From an optimization exercise on the open Yosys and OpenROAD flow, aimed at small area, a short achievable clock period and few clock cycles; shortcuts taken in it are not production practice.
In this exercise RTL edits were held to simulation tests only and were not proved equivalent to the original.
Power figures rest on the tool's default switching activity, not on a simulated workload.

==> flow/design.v (outline; a module is shown in full before it is edited, if it fits) <==
// module lenet: 436 lines
// module csa5: 602 lines
// module csa_acc: 101 lines
module lenet (
    input wire clk,
    input wire rst_n,
    input wire compute_start,
    output reg compute_finish,
    input wire [31:0] scale_CONV1,
    input wire [31:0] scale_CONV2,
    input wire [31:0] scale_CONV3,
    input wire [31:0] scale_FC1,
    input wire [31:0] scale_FC2,
    output wire [ 3:0] sram_weight_wea0,
    output wire [15:0] sram_weight_addr0,
    output wire [31:0] sram_weight_wdata0,
    input wire [31:0] sram_weight_rdata0,
    output wire [ 3:0] sram_weight_wea1,
    output wire [15:0] sram_weight_addr1,
    output wire [31:0] sram_weight_wdata1,
    input wire [31:0] sram_weight_rdata1,
    output reg [ 3:0] sram_act_wea0,
    output wire [15:0] sram_act_addr0,
    output wire [31:0] sram_act_wdata0,
    input wire [31:0] sram_act_rdata0,
    output reg [ 3:0] sram_act_wea1,
    output wire [15:0] sram_act_addr1,
    output wire [31:0] sram_act_wdata1,
    input wire [31:0] sram_act_rdata1
);
  // ...
==> flow/run.sh <==
#!/bin/bash
# synth_recipe.tcl (not shown) runs the flow's synth.tcl, then flattens the netlist and writes it again
# the make line also repeats each setting of config.mk as NAME=value (left out here)
make -C /OpenROAD-flow-scripts/flow DESIGN_CONFIG=/design/flow/config.mk WORK_HOME=/design/flow/orfs CLKGATE_MAP_FILE= SYNTH_SCRIPT=/design/flow/synth_recipe.tcl finish
==> flow/config.mk <==
export PLATFORM = sky130hd
export DESIGN_NAME = lenet
export DESIGN_NICKNAME = lenet
export VERILOG_FILES = /design/flow/design.v
export SDC_FILE = /design/flow/constraint.sdc
export NUM_CORES = 4
export LEC_CHECK = 0
export CAP_MARGIN = 20
export CORE_MARGIN = 2
export CORE_UTILIZATION = 65
export PLACE_DENSITY = 0.75
export SLEW_MARGIN = 20
==> flow/constraint.sdc <==
create_clock -name core_clock -period 14.0 [get_ports {clk}]
set_input_delay 2.8000 -clock core_clock [delete_from_list [all_inputs] [get_ports {clk}]]
set_output_delay 2.8000 -clock core_clock [all_outputs]
set_load 0.01 [all_outputs]
==> impl_metrics.env, run 1 <==
export IMPL_routed_top_layer="met5"
export IMPL_cts_sinks=848
export IMPL_crit_path_start="A3[5]"
export IMPL_grt_pass1_vias=65679
export IMPL_dr_total_vias=63097
export IMPL_fin_util_pct=71.6
export IMPL_power_clock_uw=2820
export IMPL_critPathSlowestCell="dfxtp_2"
export IMPL_dpl_cell_count=10311
export IMPL_final_cells=10510
export IMPL_yosys_warnings=1
export IMPL_fillers=9723
export IMPL_met1Wirelength_um=94200
export IMPL_synth_area_leader_cell="fa_1"
export IMPL_min_path_cells=0
export IMPL_fin_skew_ns=0.0442
export IMPL_seq_share_pct=22.4
export IMPL_largest_class="multi-input gates"
export IMPL_bufAreaShareNonClock_pct=3.99
export IMPL_final_common_cell="inv_1"
export IMPL_cts_hold_buf=0
export IMPL_reg2reg_slack_ns=8.98
export IMPL_drc=0
export IMPL_drtPass1Iterations=8
export IMPL_synth_compound_area_share_pct=8.13
export IMPL_syn_area_sq_mm=0.0840
export IMPL_row_count=131
export IMPL_die_w_um=364
export IMPL_via_per_inst=6.00
export IMPL_status="no timing/DRC/antenna violations"
export IMPL_p_sw_share_pct=48.0
export IMPL_r2r_end="R01[9]"
export IMPL_drv_cap=0
export IMPL_seqPwrFrac_pct=22.8
export IMPL_p_leak_uw=0.0416
export IMPL_wl_met3_um=28000
export IMPL_diodes=15
export IMPL_worst_pin_slew_ns=1.19
Testbench counts, summed over its fixed seeds: cycles 690,072.
==> run 2: changes to the inputs <==
--- a/flow/config.mk
+++ b/flow/config.mk
@@ -8,5 +8,6 @@
 export CAP_MARGIN = 20
 export CORE_MARGIN = 2
 export CORE_UTILIZATION = 65
+export CTS_BUF_LIST = sky130_fd_sc_hd__clkbuf_8
 export PLACE_DENSITY = 0.75
 export SLEW_MARGIN = 20
==> run 2 against run 1 <==
Net effect: hold slack better by 0.0018 ns; critical path depth down 1; sequential cell count unchanged; largest power group unchanged.
==> impl_metrics.env, run 2 <==
export IMPL_synth_area_top_cells="fa_1, edfxtp_1, dfxtp_1"
export IMPL_r2r_end="R00[13]"
export IMPL_end_kind="flop"
export IMPL_synth_edf_count=347
export IMPL_fillers=9859
export IMPL_cts_resized=0
export IMPL_grt_util_all_layers_pct=38.7
export IMPL_postSynthCellCount=8650
export IMPL_crit_path_start="A1[4]"
export IMPL_min_period_ns=5.01
export IMPL_crit_reg2reg_launch="A1[4]"
export IMPL_syn_area_sq_mm=0.0840
export IMPL_ff_latch_area_sq_mm=0.0205
export IMPL_layout_common_cells="inv_1, fa_1, and2_1"
export IMPL_dr_total_vias=63109
export IMPL_seqPwrFrac_pct=23.3
export IMPL_power_uw=20400
export IMPL_coreArea_sq_mm=0.128
export IMPL_die_h_um=364
export IMPL_worstPathArrival_ns=5.74
export IMPL_min_path_type="flop to flop"
export IMPL_syn2layout_area_growth_pct=8.38
export IMPL_crit_top_cell="fa_1"
export IMPL_critPathSlowestCell="dfxtp_1"
export IMPL_p_sw_share_pct=48.9
export IMPL_postCtsSetupBuffers=0
export IMPL_drc=0
export IMPL_reg2reg_slack_ns=8.99
export IMPL_clk_pin_slew_ns=0.06
export IMPL_drtPass1Iterations=8
export IMPL_setup_viol=0
export IMPL_synth_area_leader_cell="fa_1"
export IMPL_ant_nets=0
export IMPL_crit_type="flop to flop"
export IMPL_path_cells="and2_1 > fa_1 > fa_1 > inv_1 > fa_1 > inv_1 > fa_1 > fa_1 > inv_1 > ha_1 > fa_1"
export IMPL_clockBufferDepth=3
export IMPL_numCtsBuffers=150
export IMPL_cp_start_kind="flop"
export IMPL_reg2regPathDepth=11
export IMPL_dpl_hpwl_um=180000
export IMPL_wl_um=251000
export IMPL_p_int_uw=10400
export IMPL_fin_area_sq_mm=0.0911
export IMPL_die_w_um=364
export IMPL_synth_compound_area_share_pct=8.13
export IMPL_critPathTopFamily="adder cells"
export IMPL_ys_async_sr_fraction_pct=0
export IMPL_muxShareOfSynthArea_pct=2.05
export IMPL_cts_sinks=848
export IMPL_max_slew_margin_pct=18.1
export IMPL_largest_registers="rq_c x32, rq_s x32, wd0 x32"
export IMPL_synthAdderAreaFrac_pct=36.9
export IMPL_postSynthAreaPerCell_sq_um=9.71
export IMPL_wl_per_cell_um=23.7
export IMPL_rsz0062_at_grt="false"
export IMPL_wl_met3_um=28300
export IMPL_critPathCapture="R00[13]"
export IMPL_combPwrFrac_pct=64.9
export IMPL_clock_latency_ns=0.95
export IMPL_synth_xor_xnor_area_share_pct=2.76
export IMPL_worst_path_max_fanout=16
export IMPL_overflow=0
export IMPL_root_buffer="clkbuf_8"
export IMPL_yosysMostFrequentCell="inv_1"
export IMPL_dp_slack_ns=9.06
export IMPL_synth_simple_area_share_pct=16.5
export IMPL_row_count=131
export IMPL_synth_cell_type_count=87
export IMPL_fmax_mhz=200
export IMPL_yosys_warnings=1
export IMPL_synth_seq_area_share_pct=24.3
export IMPL_place_area_sq_mm=0.0879
export IMPL_first_iter_violations=6099
export IMPL_p_leak_uw=0.0416
export IMPL_cts_hold_buf=0
export IMPL_switching_power_uw=9960
export IMPL_fin_skew_ns=0.0837
export IMPL_final_common_cell="inv_1"
export IMPL_p_clk_share_pct=11.7
export IMPL_cp_required_ns=14.73
export IMPL_path_depth=11
export IMPL_antenna_found_initial=18
export IMPL_grt_pass1_vias=65840
export IMPL_nets=10812
export IMPL_critPathBufInv=3
export IMPL_port_buffers=287
export IMPL_via_per_inst=5.96
export IMPL_grt_max_degree=73
export IMPL_crit_path_max_incr_delay_ns=1.01
export IMPL_ys_top_cells_by_count="inv_1, fa_1, and2_1, nand2_1, dfxtp_1"
export IMPL_vdd_drop_max_mv=0.197
export IMPL_worst_slack_ns=8.99
export IMPL_multi_input_area_sq_mm=0.0563
export IMPL_fin_tns_setup_ns=0
export IMPL_period_share_pct=35.8
export IMPL_start_util_pct=65.7
export IMPL_synth_top_cell_area_share_pct=30.2
export IMPL_routed_top_layer="met5"
export IMPL_drive_gt1_share_pct=5.58
export IMPL_worst_pin_slew_ns=1.23
export IMPL_p_per_area_mw_per_mm2=224
export IMPL_ctsHtreeMaxLevel=4
export IMPL_drv_slew=0
export IMPL_drv_cap=0
export IMPL_cts_tree="done"
export IMPL_ys_ff_latch=848
export IMPL_grt_pass1_wl_um=383000
export IMPL_status="no timing/DRC/antenna violations"
export IMPL_fp_dieArea_sq_mm=0.132
export IMPL_io_pins=500
export IMPL_gp_congestion=0.954
export IMPL_hold_viol=0
export IMPL_synth_top_family_by_area="adder cells"
export IMPL_synth_ff_type="dfxtp_1"
export IMPL_met1Wirelength_um=94000
export IMPL_route_met2_wl_um=113000
==> run 2: layout make-up <==
cell class | instances | share of cell area (%)
clock inverter | 92 | 0.613
timing repair buffer | 391 | 4.02
inverter | 1465 | 6.04
sequential | 848 | 22.5
clock buffer | 181 | 2.74
multi-input combinational | 5947 | 61.8
tap | 1662 | 2.28
antenna | 11 | 0.0302
==> run 2: stage by stage <==
step,util (%),hold slack [ns],instances
after detailed placement,68.8,0.314,10311
after global routing,71.2,0.334,10592
after CTS,71.2,0.329,10584
after floorplan,-,0.310,8742
final,71.2,0.327,10597
after global placement,68.8,0.312,10311
==> run 2: power by group through the flow <==
| stage | clock (uW) | combinational (uW) | sequential (uW) |
|---|---|---|---|
| after global placement | 0 | 12500 | 4730 |
| after floorplan | 0 | 9470 | 4170 |
| after CTS | 2420 | 13100 | 4700 |
| final | 2390 | 13200 | 4750 |
| after global routing | 2520 | 14800 | 4800 |
| after detailed placement | 0 | 13000 | 4750 |
==> run 2: worst min path at each step <==
stage / from / to / slack, ns / cells past startpoint
global route: t4g / t5g / 0.33 / 0
detailed placement: t4g / t5g / 0.31 / 0
floorplan: t1f / t2f / 0.31 / 0
global placement: t2f / t3f / 0.31 / 0
CTS: t4g / t5g / 0.33 / 0
finish: t2f / t3f / 0.33 / 0
==> run 2: kinds of logic after synthesis <==
family	after synthesis
buffers and inverters	1947
other	1
flip-flops	848
adder cells (fa/ha/maj)	1718
AND/OR/NAND/NOR	2634
multiplexers	163
AO/OA/AOI/OAI	1074
XOR/XNOR	265
==> run 2: layer usage <==
layer / vias to the layer above / track usage, %
met5: - / 0
li1: 27456 / -
met2: 3688 / 60.1
met3: 945 / 9.79
met4: 6 / 21.6
met1: 31014 / 49.8
==> run 3: changes to the inputs <==
--- a/flow/config.mk
+++ b/flow/config.mk
@@ -5,9 +5,9 @@
 export SDC_FILE = /design/flow/constraint.sdc
 export NUM_CORES = 4
 export LEC_CHECK = 0
-export CAP_MARGIN = 20
+export CAP_MARGIN = 45
 export CORE_MARGIN = 2
 export CORE_UTILIZATION = 65
 export CTS_BUF_LIST = sky130_fd_sc_hd__clkbuf_8
 export PLACE_DENSITY = 0.75
-export SLEW_MARGIN = 20
+export SLEW_MARGIN = 45
==> run 3 against run 2 <==
Net effect: hold slack improved by 0.0020 ns; global-route usage is essentially flat; critical path depth shrank 10; clock-buffer cell count grew 5; largest power group unchanged; sequential power hardly changed; final cell count hardly changed; final area up 0.29%; clock power is 3% higher; first-iteration DRC count fell by 2.2%; die area unchanged; largest cell class unchanged; sequential share of layout area is essentially flat.
==> impl_metrics.env, run 3 <==
export IMPL_status="no timing/DRC/antenna violations"
export IMPL_synth_seq_area_share_pct=24.3
export IMPL_p_per_area_mw_per_mm2=224
export IMPL_dp_slack_ns=9.24
export IMPL_hold_start="t3d"
export IMPL_ff_latch_area_sq_mm=0.0206
export IMPL_ant_nets=0
export IMPL_end_kind="primary output"
export IMPL_path_cells="clkdlybuf4s50_1"
export IMPL_grt_pass1_wl_um=383000
export IMPL_max_slew_margin_pct=42.1
export IMPL_worstPathArrival_ns=2.09
export IMPL_wl_um=251000
export IMPL_final_common_cell="inv_1"
export IMPL_fin_skew_ns=0.0843
export IMPL_worst_slack_ns=9.11
export IMPL_dpl_cell_count=10315
export IMPL_critPathSlowestCell="clkdlybuf4s50_1"
export IMPL_drv_slew=0
export IMPL_crit_path_max_incr_delay_ns=0.61
export IMPL_drc=0
export IMPL_critPathBufInv=1
export IMPL_coreArea_sq_mm=0.128
export IMPL_rsz0062_at_grt="false"
export IMPL_dr_total_vias=63242
export IMPL_p_clk_share_pct=12.1
export IMPL_hold_viol=0
export IMPL_yosysMostFrequentCell="inv_1"
export IMPL_fmax_mhz=204
export IMPL_overflow=0
export IMPL_switching_power_uw=10000
export IMPL_io_pins=500
export IMPL_drive_gt1_share_pct=6.04
export IMPL_setup_viol=0
export IMPL_syn_area_sq_mm=0.0840
export IMPL_synth_area_top_cells="fa_1, edfxtp_1, dfxtp_1"
export IMPL_synth_top_cell_area_share_pct=30.2
export IMPL_grt_max_degree=73
export IMPL_synth_cell_type_count=87
export IMPL_worst_pin_slew_ns=0.865
export IMPL_drtPass1Iterations=6
export IMPL_die_h_um=364
export IMPL_final_cells=10605
export IMPL_cts_tree="done"
export IMPL_ys_top_cells_by_count="inv_1, fa_1, and2_1, nand2_1, dfxtp_1"
export IMPL_gp_congestion=0.954
export IMPL_root_buffer="clkbuf_8"
export IMPL_wl_per_cell_um=23.7
export IMPL_clock_latency_ns=0.95
export IMPL_synth_ff_type="dfxtp_1"
export IMPL_numCtsBuffers=152
export IMPL_clk_pin_slew_ns=0.07
export IMPL_grt_util_all_layers_pct=38.7
export IMPL_port_buffers=287
export IMPL_grt_pass1_vias=65981
export IMPL_nets=10816
export IMPL_yosys_warnings=1
export IMPL_min_path_type="flop to flop"
export IMPL_row_count=131
export IMPL_ctsHtreeMaxLevel=4
export IMPL_min_period_ns=4.89
export IMPL_antenna_found_initial=10
export IMPL_crit_path_start="wa0[7]"
export IMPL_cts_hold_buf=0
export IMPL_first_iter_violations=5967
export IMPL_synth_edf_count=347
export IMPL_cts_resized=0
export IMPL_ys_async_sr_fraction_pct=0
export IMPL_postCtsSetupBuffers=0
export IMPL_via_per_inst=5.96
export IMPL_critPathTopFamily="buffers and inverters"
export IMPL_die_w_um=364
export IMPL_cts_sinks=848
export IMPL_drv_cap=0
export IMPL_fin_tns_setup_ns=0
export IMPL_ys_ff_latch=848
export IMPL_multi_input_area_sq_mm=0.0563
export IMPL_layout_common_cells="inv_1, fa_1, and2_1"
export IMPL_p_int_uw=10500
export IMPL_crit_type="flop to primary output"
export IMPL_crit_reg2reg_launch="A4[4]"
export IMPL_start_util_pct=65.7
export IMPL_combPwrFrac_pct=64.7
export IMPL_postSynthCellCount=8650
export IMPL_period_share_pct=34.9
export IMPL_cp_start_kind="flop"
export IMPL_p_leak_uw=0.0416
export IMPL_fillers=9726
export IMPL_largest_registers="rq_c x32, rq_s x32, wd0 x32"
export IMPL_clockBufferDepth=3
export IMPL_fin_util_pct=71.4
export IMPL_vdd_drop_max_mv=0.199
export IMPL_dpl_hpwl_um=180000
export IMPL_worst_path_max_fanout=11
export IMPL_cp_required_ns=11.20
export IMPL_synth_area_leader_cell="fa_1"
export IMPL_postSynthAreaPerCell_sq_um=9.71
export IMPL_syn2layout_area_growth_pct=8.70
export IMPL_p_sw_share_pct=48.9
export IMPL_seqPwrFrac_pct=23.2
export IMPL_fp_dieArea_sq_mm=0.132
-- run 3: cell counts after synthesis --
Identical to the previous run, type by type.
-- run 3: kinds of logic after synthesis --
logic type / after synthesis / synth area share, %
multiplexers: 163 / 2.05
XOR/XNOR: 265 / 2.76
AND/OR/NAND/NOR: 2634 / 16.5
flip-flops: 848 / 24.3
other: 1 / 0.00446
buffers and inverters: 1947 / 9.25
adder cells (fa/ha/maj): 1718 / 36.9
AO/OA/AOI/OAI: 1074 / 8.13
-- run 3: power groups by stage --
stage          logic (uW)  registers [uW]  clock network (uW)
6_report            13200            4760                2470
5_1_grt             14800            4800                2600
3_5_place_dp        13000            4750                   0
3_3_place_gp        12500            4730                   0
4_1_cts             13100            4710                2500
2_1_floorplan        9470            4170                   0
-- run 3: path summary, 6_finish.rpt --
kind                           to  slack [ns]  depth (start not counted)
min                           t4d        0.33                          0
min reg2reg                   t4d        0.33                          0
max          sram_weight_addr0[7]        9.11                          1
max reg2reg                R01[9]        9.14                         12
-- run 3: through the flow --
stage | hold WS [ns] | cell area [sq um] | power [uW]
final | 0.329 | 91300 | 20500
after global routing | 0.331 | 91300 | 22200
after CTS | 0.328 | 91300 | 20300
after detailed placement | 0.315 | 88100 | 17700
after global placement | 0.312 | 87900 | 17300
after floorplan | 0.310 | 84400 | 13600
-- run 3: metal layers --
metal | routed length (um) | global-route usage (%) | share of wire [%] | vias up
met1 | 94300 | 49.6 | 38 | 31061
met2 | 113000 | 60.3 | 45 | 3771
met3 | 28300 | 10.2 | 11 | 946
met4 | 15700 | 21.4 | 6.3 | 2
li1 | - | - | - | 27462
met5 | 13 | 0 | 0.0052 | -
-- run 3: cell type report --
class / instances / area share (%)
clock buffer: 186 / 2.80
sequential: 848 / 22.5
antenna: 9 / 0.0247
timing repair buffer: 393 / 4.05
multi-input combinational: 5947 / 61.6
clock inverter: 95 / 0.666
inverter: 1465 / 6.02
tap: 1662 / 2.28
==> run 4: changes to the inputs <==
--- a/flow/config.mk
+++ b/flow/config.mk
@@ -8,6 +8,5 @@
 export CAP_MARGIN = 45
 export CORE_MARGIN = 2
 export CORE_UTILIZATION = 65
-export CTS_BUF_LIST = sky130_fd_sc_hd__clkbuf_8
 export PLACE_DENSITY = 0.75
 export SLEW_MARGIN = 45
==> run 4 against run 3 <==
Net effect: hold slack worse by 0.0044 ns; critical path depth increased by 11; final cell count decreased by 0.83%; non-clock buffer count is the same; first-iteration DRC count is 0.25% higher; synthesized cell count unchanged; clock-buffer cell count fell by 70; largest cell class unchanged; sequential share of layout area decreased by 0.10 points; global-route usage hardly changed; synthesized area is the same; power is 2.1% higher.
==> impl_metrics.env, run 4 <==
export IMPL_crit_type="flop to flop"
export IMPL_wl_per_cell_um=24.0
export IMPL_nets=10763
export IMPL_reg2regPathDepth=12
export IMPL_cp_start_kind="flop"
export IMPL_clk_pin_slew_ns=0.06
export IMPL_ys_top_cells_by_count="inv_1, fa_1, and2_1, nand2_1, dfxtp_1"
export IMPL_min_period_ns=4.79
export IMPL_yosysMostFrequentCell="inv_1"
export IMPL_ys_async_sr_fraction_pct=0
export IMPL_synth_area_top_cells="fa_1, edfxtp_1, dfxtp_1"
export IMPL_hold_start="t3d"
export IMPL_worst_pin_slew_ns=0.860
export IMPL_worstPathArrival_ns=5.39
export IMPL_critPathSlowestCell="fa_1"
export IMPL_postSynthAreaPerCell_sq_um=9.71
export IMPL_io_pins=500
export IMPL_postCtsSetupBuffers=0
export IMPL_ctsHtreeMaxLevel=3
export IMPL_synth_area_leader_cell="fa_1"
export IMPL_path_cells="buf_4 > nand2_1 > fa_1 > fa_1 > fa_1 > fa_1 > inv_1 > ha_1 > inv_1 > fa_1 > inv_1 > fa_1"
export IMPL_p_per_area_mw_per_mm2=228
export IMPL_synth_seq_area_share_pct=24.3
export IMPL_yosys_warnings=1
export IMPL_layout_common_cells="inv_1, fa_1, and2_1"
export IMPL_vdd_drop_max_mv=0.197
export IMPL_numCtsBuffers=99
export IMPL_ys_ff_latch=848
export IMPL_first_iter_violations=5982
export IMPL_die_h_um=364
export IMPL_grt_pass1_vias=65826
export IMPL_ant_nets=0
export IMPL_crit_reg2reg_launch="A4[4]"
export IMPL_drive_gt1_share_pct=5.43
export IMPL_synth_top_cell_area_share_pct=30.2
export IMPL_p_leak_uw=0.0416
export IMPL_port_buffers=287
export IMPL_fillers=9624
export IMPL_end_kind="flop"
export IMPL_synth_cell_type_count=87
export IMPL_drc=0
export IMPL_overflow=0
export IMPL_clockBufferDepth=3
export IMPL_syn2layout_area_growth_pct=9.17
export IMPL_cts_sinks=848
export IMPL_power_uw=20900
export IMPL_via_per_inst=6.03
export IMPL_hold_viol=0
export IMPL_grt_max_degree=73
export IMPL_grt_util_all_layers_pct=38.8
export IMPL_antenna_found_initial=11
export IMPL_r2r_end="R01[9]"
export IMPL_reg2reg_slack_ns=9.21
export IMPL_cp_required_ns=14.60
export IMPL_period_share_pct=34.2
export IMPL_cts_hold_buf=0
export IMPL_worst_path_max_fanout=33
export IMPL_largest_registers="rq_c x32, rq_s x32, wd0 x32"
export IMPL_postSynthCellCount=8650
export IMPL_fmax_mhz=209
export IMPL_drtPass1Iterations=6
export IMPL_critPathCapture="R01[9]"
export IMPL_dr_total_vias=63387
export IMPL_setup_viol=0
export IMPL_synth_ff_type="dfxtp_1"
export IMPL_root_buffer="clkbuf_16"
export IMPL_coreArea_sq_mm=0.128
export IMPL_crit_path_max_incr_delay_ns=0.56
export IMPL_crit_path_start="A4[4]"
export IMPL_drv_cap=0
export IMPL_start_util_pct=65.7
export IMPL_status="no timing/DRC/antenna violations"
export IMPL_fp_dieArea_sq_mm=0.132
export IMPL_max_slew_margin_pct=42.6
export IMPL_ff_latch_area_sq_mm=0.0205
export IMPL_crit_top_cell="fa_1"
export IMPL_gp_congestion=0.954
export IMPL_final_common_cell="inv_1"
export IMPL_drv_slew=0
export IMPL_syn_area_sq_mm=0.0840
export IMPL_rsz0062_at_grt="false"
export IMPL_clock_latency_ns=0.74
export IMPL_grt_pass1_wl_um=384000
export IMPL_dpl_hpwl_um=180000
export IMPL_cts_resized=0
export IMPL_synth_edf_count=347
export IMPL_fin_tns_setup_ns=0
export IMPL_min_path_type="flop to flop"
export IMPL_wl_um=252000
export IMPL_die_w_um=364
export IMPL_multi_input_area_sq_mm=0.0563
export IMPL_cts_tree="done"
export IMPL_row_count=131
export IMPL_fin_skew_ns=0.0384
[run 4: cell counts after synthesis]
Identical to the previous run, type by type.
[run 4: per-stage QoR]
stage | setup slack, ns | cell area, sq um | utilization [%] | hold WS (ns) | cells
6_report | 9.21 | 91700 | 71.7 | 0.325 | 10517
5_1_grt | 8.87 | 91700 | 71.7 | 0.330 | 10502
4_1_cts | 9.21 | 91700 | 71.7 | 0.325 | 10502
3_5_place_dp | 9.24 | 88100 | 68.9 | 0.315 | 10315
3_3_place_gp | 9.09 | 87900 | 68.8 | 0.312 | 10311
2_1_floorplan | 6.75 | 84400 | - | 0.310 | 8742
[run 4: kinds of logic after synthesis]
group                      share of synthesized area, %
and+or+nand+nor                                    16.5
buffers and inverters                              9.25
adders and majority gates                          36.9
AOI/OAI and AO/OA                                  8.13
DFF                                                24.3
xor gates and xnor gates                           2.76
muxes                                              2.05
other                                           0.00446
[run 4: worst max-delay path, delay by kind of cell (launching register included)]
kind / cells / cell delay [ns]
fa+ha+maj: 7 / 3.44
buf+inv: 4 / 0.67
flops: 1 / 0.31
simple gates: 1 / 0.17
[run 4: cell type report]
cell class	instances	area share, %
Multi-Input combinational cell	5947	61.4
Sequential cell	848	22.4
Inverter	1465	6.00
Timing Repair Buffer	393	4.04
Clock buffer	116	2.98
Tap cell	1662	2.27
Clock inverter	71	0.898
Antenna cell	15	0.0409
[run 4: worst min-delay path by stage]
stage / to / slack (ns) / cells after the start
4_1_cts: t4d / 0.33 / 0
2_1_floorplan: t2f / 0.31 / 0
6_report: t4d / 0.32 / 0
3_3_place_gp: t3f / 0.31 / 0
5_1_grt: t4d / 0.33 / 0
3_5_place_dp: t4l / 0.31 / 0
[run 4: where the power goes]
group | leakage, uW | total (uW) | internal [uW] | switching (uW)
clock | 0.00175 | 2840 | 1670 | 1170
sequential | 0.00749 | 4750 | 3680 | 1070
combinational | 0.0324 | 13300 | 5490 | 7800
total | 0.0416 | 20900 | 10800 | 10000
[run 4: per-layer routing]
layer / track usage [%] / share of wire (%) / vias to the layer above
li1: - / - / 27355
met1: 49.8 / 38 / 31348
met2: 60.8 / 45 / 3785
met3: 9.60 / 11 / 889
met4: 21.0 / 6.1 / 10
met5: 0 / 0.027 / -
==> run 5: changes to the inputs <==
--- a/flow/config.mk
+++ b/flow/config.mk
@@ -8,5 +8,6 @@
 export CAP_MARGIN = 45
 export CORE_MARGIN = 2
 export CORE_UTILIZATION = 65
+export CTS_BUF_LIST = sky130_fd_sc_hd__clkbuf_8
 export PLACE_DENSITY = 0.75
-export SLEW_MARGIN = 45
+export SLEW_MARGIN = 65
==> run 5 against run 4 <==
Net effect: combinational power about the same; critical path depth decreased by 11; routed wire length decreased by 0.28%; synthesized cell count unchanged; register-to-register slack improved by 0.04 ns; final area increased by 0.52%; final cell count increased by 1.1%; critical path type is now flop to primary output; largest cell class unchanged.
==> impl_metrics.env, run 5 <==
export IMPL_worst_pin_slew_ns=0.567
export IMPL_drc=0
export IMPL_cts_sinks=848
export IMPL_cts_hold_buf=0
export IMPL_dr_total_vias=63446
export IMPL_drtPass1Iterations=6
export IMPL_cts_tree="done"
export IMPL_fp_dieArea_sq_mm=0.132
export IMPL_first_iter_violations=6112
export IMPL_start_util_pct=65.7
export IMPL_row_count=131
export IMPL_dpl_hpwl_um=182000
export IMPL_numCtsBuffers=154
export IMPL_multi_input_area_sq_mm=0.0566
export IMPL_die_w_um=364
export IMPL_ff_latch_area_sq_mm=0.0206
export IMPL_status="no timing/DRC/antenna violations"
export IMPL_switching_power_uw=10100
export IMPL_port_buffers=287
export IMPL_synth_cell_type_count=87
export IMPL_p_leak_uw=0.0420
export IMPL_drv_cap=0
export IMPL_fin_skew_ns=0.0673
export IMPL_die_h_um=364
export IMPL_layout_common_cells="inv_1, fa_1, and2_1"
export IMPL_synth_area_leader_cell="fa_1"
export IMPL_cp_required_ns=11.20
export IMPL_reg2reg_slack_ns=9.25
export IMPL_synth_seq_area_share_pct=24.3
export IMPL_fillers=9657
export IMPL_ctsHtreeMaxLevel=4
export IMPL_postSynthAreaPerCell_sq_um=9.71
export IMPL_postCtsSetupBuffers=0
export IMPL_clockBufferDepth=3
export IMPL_root_buffer="clkbuf_8"
export IMPL_overflow=0
export IMPL_yosys_warnings=1
export IMPL_crit_reg2reg_launch="W0[4]"
export IMPL_grt_pass1_vias=66160
export IMPL_coreArea_sq_mm=0.128
export IMPL_hold_end="t5g"
export IMPL_ys_async_sr_fraction_pct=0
export IMPL_min_path_type="flop to flop"
export IMPL_min_period_ns=4.94
export IMPL_io_pins=500
export IMPL_drive_gt1_share_pct=7.16
export IMPL_ys_ff_latch=848
export IMPL_yosysMostFrequentCell="inv_1"
export IMPL_postSynthCellCount=8650
export IMPL_cts_resized=0
export IMPL_synth_area_top_cells="fa_1, edfxtp_1, dfxtp_1"
export IMPL_power_uw=20600
export IMPL_wl_per_cell_um=23.7
export IMPL_p_clk_share_pct=11.7
export IMPL_reg2regPathDepth=13
export IMPL_hold_start="t4g"
export IMPL_p_per_area_mw_per_mm2=223
export IMPL_critPathTopFamily="buffers and inverters"
export IMPL_cp_start_kind="flop"
export IMPL_vdd_drop_max_mv=0.208
export IMPL_end_kind="primary output"
export IMPL_via_per_inst=5.97
export IMPL_ant_nets=0
export IMPL_final_cells=10628
export IMPL_grt_max_degree=73
export IMPL_crit_type="flop to primary output"
export IMPL_combPwrFrac_pct=65.4
export IMPL_syn2layout_area_growth_pct=9.74
export IMPL_worstPathArrival_ns=2.14
export IMPL_setup_viol=0
export IMPL_grt_pass1_wl_um=385000
export IMPL_drv_slew=0
export IMPL_clock_latency_ns=0.95
export IMPL_antenna_found_initial=14
export IMPL_crit_path_max_incr_delay_ns=0.62
export IMPL_r2r_end="R00[13]"
export IMPL_wl_um=252000
export IMPL_p_sw_share_pct=48.8
export IMPL_clk_pin_slew_ns=0.06
export IMPL_synth_edf_count=347
export IMPL_critPathBufInv=1
export IMPL_p_int_uw=10500
export IMPL_syn_area_sq_mm=0.0840
export IMPL_final_common_cell="inv_1"
export IMPL_seqPwrFrac_pct=22.9
export IMPL_period_share_pct=35.3
export IMPL_nets=10840
export IMPL_grt_util_all_layers_pct=38.9
export IMPL_fin_tns_setup_ns=0
export IMPL_gp_congestion=0.954
export IMPL_worst_path_max_fanout=11
export IMPL_ys_top_cells_by_count="inv_1, fa_1, and2_1, nand2_1, dfxtp_1"
export IMPL_path_cells="clkdlybuf4s50_1"
export IMPL_hold_viol=0
export IMPL_largest_registers="rq_c x32, rq_s x32, wd0 x32"
export IMPL_min_path_cells=0
export IMPL_max_slew_margin_pct=62.2
export IMPL_synth_ff_type="dfxtp_1"
export IMPL_critPathSlowestCell="clkdlybuf4s50_1"
export IMPL_rsz0062_at_grt="false"
export IMPL_fmax_mhz=203
export IMPL_dpl_cell_count=10331
export IMPL_synth_top_cell_area_share_pct=30.2
run 5: cells by family after synthesis:
logic type	after synthesis	synth area share, %
flops	848	24.3
compound gates	1074	8.13
fa+ha+maj	1718	36.9
simple gates	2634	16.5
other cells	1	0.00446
buf+inv	1947	9.25
xor+xnor	265	2.76
mux	163	2.05
run 5: cell type report:
| cell class | instances | share of cell area [%] |
|---|---|---|
| clock inverter | 94 | 0.582 |
| multi-input combinational | 5947 | 61.4 |
| timing repair buffer | 415 | 4.56 |
| tap | 1662 | 2.26 |
| clock buffer | 188 | 2.81 |
| antenna | 9 | 0.0244 |
| sequential | 848 | 22.4 |
| inverter | 1465 | 5.97 |
run 5: worst register-to-register path, stage by stage, from the launching register on:
cell     delay [ns]
dfxtp_1        0.30
buf_4          0.43
nand2_1        0.17
fa_1           0.58
inv_1          0.06
fa_1           0.50
inv_1          0.05
fa_1           0.54
inv_1          0.06
fa_1           0.52
fa_1           0.55
inv_1          0.04
ha_1           0.20
fa_1           0.55
run 5: metrics by stage:
stage / worst slack [ns] / hold slack [ns] / utilization, % / instance area (sq um)
after floorplan: 6.75 / 0.310 / - / 84400
after global placement: 9.09 / 0.312 / 68.8 / 87900
after detailed placement: 9.29 / 0.314 / 69.5 / 88800
after CTS: 9.02 / 0.324 / 71.9 / 91900
after global routing: 8.98 / 0.326 / 72.1 / 92200
final: 9.06 / 0.321 / 72.1 / 92200
run 5: worst max-delay path by stage:
stage / start / endpoint / slack [ns] / cells past startpoint
after floorplan: rst_q / rq_c[0] / 6.75 / 2
after global placement: A3[5] / R01[9] / 9.09 / 12
after detailed placement: W0[4] / R00[13] / 9.29 / 13
after CTS: wa0[3] / sram_weight_addr0[3] / 9.02 / 1
after global routing: wa0[3] / sram_weight_addr0[3] / 8.98 / 1
final: wa0[7] / sram_weight_addr0[7] / 9.06 / 1
run 5: routing by layer:
layer / vias up / GRT usage (%) / part of all wire, %
met3: 968 / 10.7 / 11
met1: 31266 / 49.8 / 37
met5: - / 0 / 0.010
li1: 27523 / - / -
met2: 3685 / 60.3 / 45
met4: 4 / 21.0 / 6.4
run 5: power groups by stage:
| stage | Combinational (uW) | Sequential (uW) | Clock, uW |
|---|---|---|---|
| final | 13500 | 4710 | 2420 |
| after global routing | 15100 | 4760 | 2560 |
| after CTS | 13300 | 4670 | 2450 |
| after detailed placement | 13200 | 4710 | 0 |
| after global placement | 12500 | 4730 | 0 |
| after floorplan | 9470 | 4170 | 0 |
==> run 6: changes to the inputs <==
--- a/flow/config.mk
+++ b/flow/config.mk
@@ -7,7 +7,7 @@
 export LEC_CHECK = 0
 export CAP_MARGIN = 45
 export CORE_MARGIN = 2
-export CORE_UTILIZATION = 65
+export CORE_UTILIZATION = 72
 export CTS_BUF_LIST = sky130_fd_sc_hd__clkbuf_8
-export PLACE_DENSITY = 0.75
-export SLEW_MARGIN = 65
+export PLACE_DENSITY = 0.82
+export SLEW_MARGIN = 45
==> run 6 against run 5 <==
Net effect: clock power grew 2%; first-iteration DRC count up 9.4%; setup slack got worse by 0.17 ns; still clean; final cell count down 1.4%; largest cell class unchanged; critical path type is now flop to flop; synthesized area unchanged; clock skew down 0.0080 ns.
==> impl_metrics.env, run 6 <==
export IMPL_end_kind="flop"
export IMPL_final_common_cell="inv_1"
export IMPL_critPathTopFamily="adder cells"
export IMPL_port_buffers=287
export IMPL_min_period_ns=5.11
export IMPL_ys_top_cells_by_count="inv_1, fa_1, and2_1, nand2_1, dfxtp_1"
export IMPL_synth_area_top_cells="fa_1, edfxtp_1, dfxtp_1"
export IMPL_cts_resized=0
export IMPL_dpl_cell_count=10182
export IMPL_numCtsBuffers=150
export IMPL_p_sw_share_pct=49.1
export IMPL_ctsHtreeMaxLevel=4
export IMPL_worst_path_max_fanout=25
export IMPL_largest_registers="rq_c x32, rq_s x32, wd0 x32"
export IMPL_max_slew_margin_pct=42.0
export IMPL_multi_input_area_sq_mm=0.0563
export IMPL_worst_pin_slew_ns=0.868
export IMPL_switching_power_uw=10200
export IMPL_drv_slew=0
export IMPL_clock_latency_ns=0.96
export IMPL_fp_dieArea_sq_mm=0.119
export IMPL_grt_max_degree=63
export IMPL_final_cells=10475
export IMPL_critPathSlowestCell="dfxtp_1"
export IMPL_ff_latch_area_sq_mm=0.0205
export IMPL_fin_tns_setup_ns=0
export IMPL_grt_pass1_wl_um=389000
export IMPL_crit_type="flop to flop"
export IMPL_yosysMostFrequentCell="inv_1"
export IMPL_postSynthCellCount=8650
export IMPL_setup_viol=0
export IMPL_crit_top_cell="a21oi_1"
export IMPL_wl_um=254000
export IMPL_ys_async_sr_fraction_pct=0
export IMPL_reg2regPathDepth=21
export IMPL_synth_cell_type_count=87
export IMPL_p_int_uw=10500
export IMPL_status="no timing/DRC/antenna violations"
export IMPL_clk_pin_slew_ns=0.06
export IMPL_cts_hold_buf=0
export IMPL_fin_area_sq_mm=0.0911
export IMPL_syn_area_sq_mm=0.0840
export IMPL_synth_ff_type="dfxtp_1"
export IMPL_start_util_pct=72.5
export IMPL_cts_tree="done"
export IMPL_ys_ff_latch=848
export IMPL_cp_start_kind="flop"
export IMPL_dpl_hpwl_um=181000
export IMPL_gp_congestion=0.967
export IMPL_yosys_warnings=1
export IMPL_fmax_mhz=196
export IMPL_hold_viol=0
export IMPL_fin_skew_ns=0.0593
export IMPL_period_share_pct=36.5
export IMPL_drv_cap=0
export IMPL_layout_common_cells="inv_1, fa_1, and2_1"
export IMPL_antenna_found_initial=16
export IMPL_drive_gt1_share_pct=5.83
export IMPL_p_leak_uw=0.0416
export IMPL_combPwrFrac_pct=65.2
export IMPL_rsz0062_at_grt="false"
export IMPL_crit_path_max_incr_delay_ns=0.69
export IMPL_die_w_um=346
export IMPL_synth_edf_count=347
export IMPL_min_path_cells=0
export IMPL_postSynthAreaPerCell_sq_um=9.71
export IMPL_synth_seq_area_share_pct=24.3
export IMPL_place_area_sq_mm=0.0879
export IMPL_wl_per_cell_um=24.2
export IMPL_synth_top_cell_area_share_pct=30.2
export IMPL_postCtsSetupBuffers=0
export IMPL_drc=0
export IMPL_drtPass1Iterations=6
export IMPL_p_clk_share_pct=12.0
export IMPL_vdd_drop_max_mv=0.239
export IMPL_grt_pass1_vias=67957
export IMPL_die_h_um=346
export IMPL_cts_sinks=848
export IMPL_first_iter_violations=6684
export IMPL_grt_util_all_layers_pct=43.2
export IMPL_syn2layout_area_growth_pct=8.49
export IMPL_row_count=125
export IMPL_cp_required_ns=14.63
export IMPL_path_cells="buf_4 > nor2_4 > nor2_1 > ha_1 > a21oi_1 > buf_4 > mux2_2 > ha_1 > inv_1 > fa_1 > inv_1 > a21oi_1 > o21bai_1 > a31oi_1 > nor3_1 > xor2_1 > o22ai_1 > mux2i_1 > nor2_1 > a21oi_1 > o21ai_0"
export IMPL_min_path_type="flop to flop"
export IMPL_path_depth=21
export IMPL_worstPathArrival_ns=5.74
export IMPL_power_uw=20700
export IMPL_p_per_area_mw_per_mm2=227
export IMPL_nets=10819
export IMPL_fin_util_pct=78.7
export IMPL_dr_total_vias=64719
export IMPL_root_buffer="clkbuf_8"
export IMPL_critPathBufInv=4
export IMPL_via_per_inst=6.18
export IMPL_io_pins=500
export IMPL_coreArea_sq_mm=0.116
export IMPL_ant_nets=0
export IMPL_synth_area_leader_cell="fa_1"
export IMPL_clockBufferDepth=3
export IMPL_overflow=0
export IMPL_fillers=7704
export IMPL_seqPwrFrac_pct=22.8
[run 6: cell counts after synthesis]
No cell type changed its count.
[run 6: cells by family after synthesis]
logic type / synth area share (%)
AOI/OAI and AO/OA: 8.13
xor gates and xnor gates: 2.76
adders and majority gates: 36.9
buffers and inverters: 9.25
DFF: 24.3
muxes: 2.05
other: 0.00446
and+or+nand+nor: 16.5
[run 6: final cells by class]
cell class | count | share of cell area [%]
sequential | 848 | 22.5
tap | 1524 | 2.09
clock buffer | 182 | 2.75
antenna | 19 | 0.0522
multi-input combinational | 5947 | 61.8
inverter | 1465 | 6.03
clock inverter | 92 | 0.704
timing repair buffer | 398 | 4.07
[run 6: through the flow]
step,hold WS [ns],setup slack [ns]
after global routing,0.332,8.51
after global placement,0.314,9.04
after CTS,0.326,8.99
after floorplan,0.310,6.75
final,0.321,8.89
after detailed placement,0.312,8.99
[run 6: path summary, 6_finish.rpt]
path / from / to / slack [ns]
max: s_c1 / aa1[8] / 8.89
min: t2f / t3f / 0.32
max reg2reg: s_c1 / aa1[8] / 8.89
min reg2reg: t2f / t3f / 0.32
[run 6: per-layer routing]
metal	share of wire, %	track usage (%)	vias to the layer above
li1	-	-	27489
met1	35	53.8	31456
met2	45	66.7	4447
met3	12	12.0	1317
met4	7.8	27.7	10
met5	0.030	0	-
[run 6: power groups by stage]
stage | combinational, uW | clock, uW | sequential, uW
final | 13500 | 2470 | 4720
after global routing | 14900 | 2590 | 4750
after CTS | 13200 | 2490 | 4660
after detailed placement | 13100 | 0 | 4710
after global placement | 12500 | 0 | 4670
after floorplan | 9470 | 0 | 4170

==> re-timing with driven ports <==
Ports are ideal in the flow. The routed layouts listed here were re-timed in OpenROAD. Step 1 (the two cells are an assumption about what drives the block):
set clk [get_ports {clk}]
set_driving_cell -lib_cell sky130_fd_sc_hd__clkbuf_16 $clk
set_driving_cell -lib_cell sky130_fd_sc_hd__buf_2 [delete_from_list [all_inputs] $clk]
Step 2 moves the port delays by t, midway between the first and last clock arrival at a register: inputs arrive t later, outputs are due t later. That takes back most of the time a late clock gives input paths. Slacks: ideal ports / drivers / drivers and shift; pairs: ideal ports / drivers.
run | t, ns | setup slack, ns | clock arrival spread, ns
run 1 | 0.806 | 8.983 / 8.983 / 8.983 | 0.045 / 0.044
run 2 | 0.986 | 8.994 / 8.994 / 8.994 | 0.085 / 0.085
run 3 | 0.986 | 9.109 / 9.030 / 9.138 | 0.089 / 0.089
run 4 | 0.800 | 9.211 / 9.211 / 9.211 | 0.041 / 0.041
run 5 | 0.994 | 9.062 / 8.984 / 9.245 | 0.068 / 0.068
run 6 | 1.010 | 8.893 / 8.893 / 8.893 | 0.059 / 0.059
After both steps every run listed still meets setup and hold.
